Context: an optimization exercise on an open-source flow, tuned for small area, a short achievable clock period and few clock cycles per item. The choices shown serve that exercise and are no tape-out recipe. The RTL was checked by simulation tests, not by an equivalence proof against the original design.

// cordic_magphase
module cordic_magphase (
    input  wire        clk,
    input  wire        rst_n,
    input  wire        start,
    input  wire [15:0] x_in,
    input  wire [15:0] y_in,
    output reg         busy,
    output reg         done,
    output wire [31:0] magnitude,
    output wire [31:0] phase
);
    reg [3:0] cnt;
    reg idle;                        
    reg post;                        
    reg wide;                        
    reg [16:0] xr;                   
    reg signed [16:0] yr;            
    reg signed [31:0] zr;
    reg [1:0] nr;                    
    reg [15:0] mag_r;
    reg [30:0] ph_r;
    assign magnitude = {2'b00, mag_r, 14'b0};
    assign phase = {ph_r[30], ph_r};
    wire xneg = x_in[15];
    wire [16:0] xa;
    wire signed [16:0] ya;
    cordic_magphase_negif negx (.v(x_in), .n(xneg), .r(xa));
    cordic_magphase_negif negy (.v(y_in), .n(xneg), .r(ya));
    wire [31:0] zinit = ~xneg ? 32'hE41B7F96 : ya[16] ? 32'hB1D788EE : 32'h165F763E;
    wire d = ~yr[16];                
    wire [16:0] xsh = xr >> cnt;
    wire signed [16:0] ysh = yr >>> cnt;
    wire signed [16:0] ys = d ? yr - xsh : yr + xsh;
    wire [1:0] o = {1'b0, nr[1]} + {1'b0, nr[0]};    
    wire n17 = yr[9];
    wire [4:0] ncnt = {3'd0, o} + ((cnt == 4'd13 && n17) ? 5'd15 : 5'd0);
    wire [16:0] xop = wide ? ysh : {12'd0, ncnt};
    wire xadd = ~wide | d;
    wire [16:0] xs = xadd ? xr + xop : xr - xop;
    wire m0, m1;
    wire [9:0] v2;
    cordic_magphase_narrow narrow (.x(xr), .k(cnt[1:0]), .o(o), .v0(yr[9:0]), .m({m0, m1}), .v2(v2));
    reg [31:0] zt;
    always @* begin
        case (cnt)
        4'd0: zt = d ? 32'h1921FB54 : 32'd0;
        4'd1: zt = d ? 32'h0ED63382 : 32'd0;
        4'd2: zt = d ? 32'h07D6DD7E : 32'd0;
        4'd3: zt = d ? 32'h03FAB752 : 32'd0;
        4'd4: zt = d ? 32'h01FF55C0 : 32'd0;
        4'd5: zt = d ? 32'h00FFEAB6 : 32'd0;
        4'd6: zt = d ? 32'h007FFD50 : 32'd0;
  ...
Settings: LEC_CHECK=0, CAP_MARGIN=20, CORE_MARGIN=2, CORE_UTILIZATION=40, SLEW_MARGIN=20, SYNTH_HIERARCHICAL=1, SETUP_SLACK_MARGIN=15, CTS_BUF_LIST=sky130_fd_sc_hd__clkbuf_8, CTS_CLUSTER_SIZE=30; clock period 20.0 ns.
standard.sh (not shown) runs the stock make flow with config.mk's settings and CLKGATE_MAP_FILE= SYNTH_SCRIPT=/design/flow/synth_recipe.tcl, a recipe that flattens the netlist after the stock synthesis.
==> flow/flow/run.sh <==
#!/bin/bash
# Layout flow: the standard flow (standard.sh: the standard synthesis
# script and ORFS steps, unchanged), with two settings added to config.mk:
#  - SYNTH_HIERARCHICAL 1: each module is mapped by ABC on its own, so the
#    small input-conditioning module is mapped for speed;
set -o pipefail
cp config.mk config_orig.txt
{
  echo "export SYNTH_HIERARCHICAL = 1"
  echo "export SETUP_SLACK_MARGIN = 15"
  echo "export CTS_BUF_LIST = sky130_fd_sc_hd__clkbuf_8"
  echo "export CTS_CLUSTER_SIZE = 30"
} >> config.mk
bash standard.sh > standard.log 2>&1
Testbench counts at the start, summed over its fixed seeds: cycles 51,200, ops 3,200.
Edit:
--- a/flow/flow/run.sh
+++ b/flow/flow/run.sh
@@ -9,6 +9,4 @@
   echo "export SYNTH_HIERARCHICAL = 1"
   echo "export SETUP_SLACK_MARGIN = 15"
-  echo "export CTS_BUF_LIST = sky130_fd_sc_hd__clkbuf_8"
-  echo "export CTS_CLUSTER_SIZE = 30"
 } >> config.mk
 bash standard.sh > standard.log 2>&1
Settings changed: CTS_BUF_LIST sky130_fd_sc_hd__clkbuf_8 to not set, CTS_CLUSTER_SIZE 30 to not set.
=> Final area goes up by 1.4%. Worst hold slack got worse by 0.014 ns. Die area stays the same. Clock-buffer cell count climbs by 1. Setup slack loses 0.036 ns. Routed wire length hardly moves. First-iteration DRC count increases by 5.8%. Final cell count barely changes.
Edit:
--- a/flow/flow/run.sh
+++ b/flow/flow/run.sh
@@ -8,5 +8,5 @@
 {
   echo "export SYNTH_HIERARCHICAL = 1"
-  echo "export SETUP_SLACK_MARGIN = 15"
+  echo "export SETUP_SLACK_MARGIN = 14.85"
 } >> config.mk
 bash standard.sh > standard.log 2>&1
Settings changed: SETUP_SLACK_MARGIN 15 to 14.85.
The new run finished clean.
First-iteration DRC count goes down by a few percent.
Via count falls slightly.
Die area is unchanged.
Worst hold slack got worse by 0.092 ns.

---

Setup of rev 12:
cordic_magphase, a different RTL version from the one above (not shown whole).
For scale: ~1800 cells after synthesis, about 130 flip-flops, about 100 I/O pins, roughly 0.016 mm2 of cells after synthesis.
export LEC_CHECK = 0
export CAP_MARGIN = 20
export CORE_MARGIN = 2
export CORE_UTILIZATION = 40
export SLEW_MARGIN = 20
export SYNTH_HIERARCHICAL = 1
export SETUP_SLACK_MARGIN = 15
export CTS_BUF_LIST = sky130_fd_sc_hd__clkbuf_8
export CTS_CLUSTER_SIZE = 30
create_clock -name core_clock -period 20.0 [get_ports {clk}]
==> flow/flow/run.sh <==
#!/bin/bash
# Layout flow: the standard flow (standard.sh: the standard synthesis
# script and ORFS steps, unchanged), with two settings added to config.mk:
#  - SYNTH_HIERARCHICAL 1: each module is mapped by ABC on its own, so the
#    small input-conditioning module is mapped for speed;
set -o pipefail
cp config.mk config_orig.txt
{
  echo "export SYNTH_HIERARCHICAL = 1"
  echo "export SETUP_SLACK_MARGIN = 15"
  echo "export CTS_BUF_LIST = sky130_fd_sc_hd__clkbuf_8"
  echo "export CTS_CLUSTER_SIZE = 30"
} >> config.mk
bash standard.sh > standard.log 2>&1
Testbench counts of rev 12, summed over its fixed seeds: cycles 57,600, ops 3,200.
> inputs changed (rev 12 -> rev 13)
diff --git a/flow/flow/run.sh b/flow/flow/run.sh
--- a/flow/flow/run.sh
+++ b/flow/flow/run.sh
@@ -9,6 +9,4 @@
   echo "export SYNTH_HIERARCHICAL = 1"
   echo "export SETUP_SLACK_MARGIN = 15"
-  echo "export CTS_BUF_LIST = sky130_fd_sc_hd__clkbuf_8"
-  echo "export CTS_CLUSTER_SIZE = 30"
 } >> config.mk
 bash standard.sh > standard.log 2>&1
diff --git a/flow/config.mk b/flow/config.mk
--- a/flow/config.mk
+++ b/flow/config.mk
@@ -8,8 +8,6 @@
 export CAP_MARGIN = 20
 export CORE_MARGIN = 2
-export CORE_UTILIZATION = 40
+export CORE_UTILIZATION = 60
 export SLEW_MARGIN = 20
 export SYNTH_HIERARCHICAL = 1
 export SETUP_SLACK_MARGIN = 15
-export CTS_BUF_LIST = sky130_fd_sc_hd__clkbuf_8
-export CTS_CLUSTER_SIZE = 30
==> results.txt <==
The final layout from rev 13, which completed every stage, passed the timing, design-rule and antenna checks at the end of the flow.
Delta (rev 13 minus rev 12): hold slack now sits lower, final non-filler cell area has decreased.
Going from rev 12 to rev 13, the wire length the detailed router placed on met1 was found to have gone down by 1200 um.

==> separate check: timing with driven ports <==
No port has a modelled driver above. Below, the same layouts with a new extraction and two added sets of constraints. Step 1 assumes that a clkbuf_16 drives the clock port and a buf_2 every other input. Step 2 also shifts input and output timing later by t, the mid clock arrival at the registers, as if the neighbouring blocks saw the same clock. a / b / c = ideal ports / drivers / drivers and shift; a / b = the first two.
run	t (ns)	slack for setup (ns)	hold slack, ns	pins driven straight from the clock port
the first run of note 1	0.533	14.937 / 14.919 / 14.414	0.684 / 0.684 / 0.684	1
the second run of note 1	0.492	14.900 / 14.915 / 14.422	0.670 / 0.670 / 0.670	1
the third run of note 1	0.494	14.777 / 14.810 / 14.316	0.578 / 0.578 / 0.578	1
rev 12	0.534	14.938 / 14.890 / 14.545	0.668 / 0.668 / 0.668	1
rev 13	0.488	15.017 / 14.982 / 14.544	0.636 / 0.636 / 0.636	1
After both steps setup and hold are still met in every run listed. For the first run of note 1, which loses most, drivers alone change the setup slack by -0.018 ns; drivers and shift together by -0.523 ns.
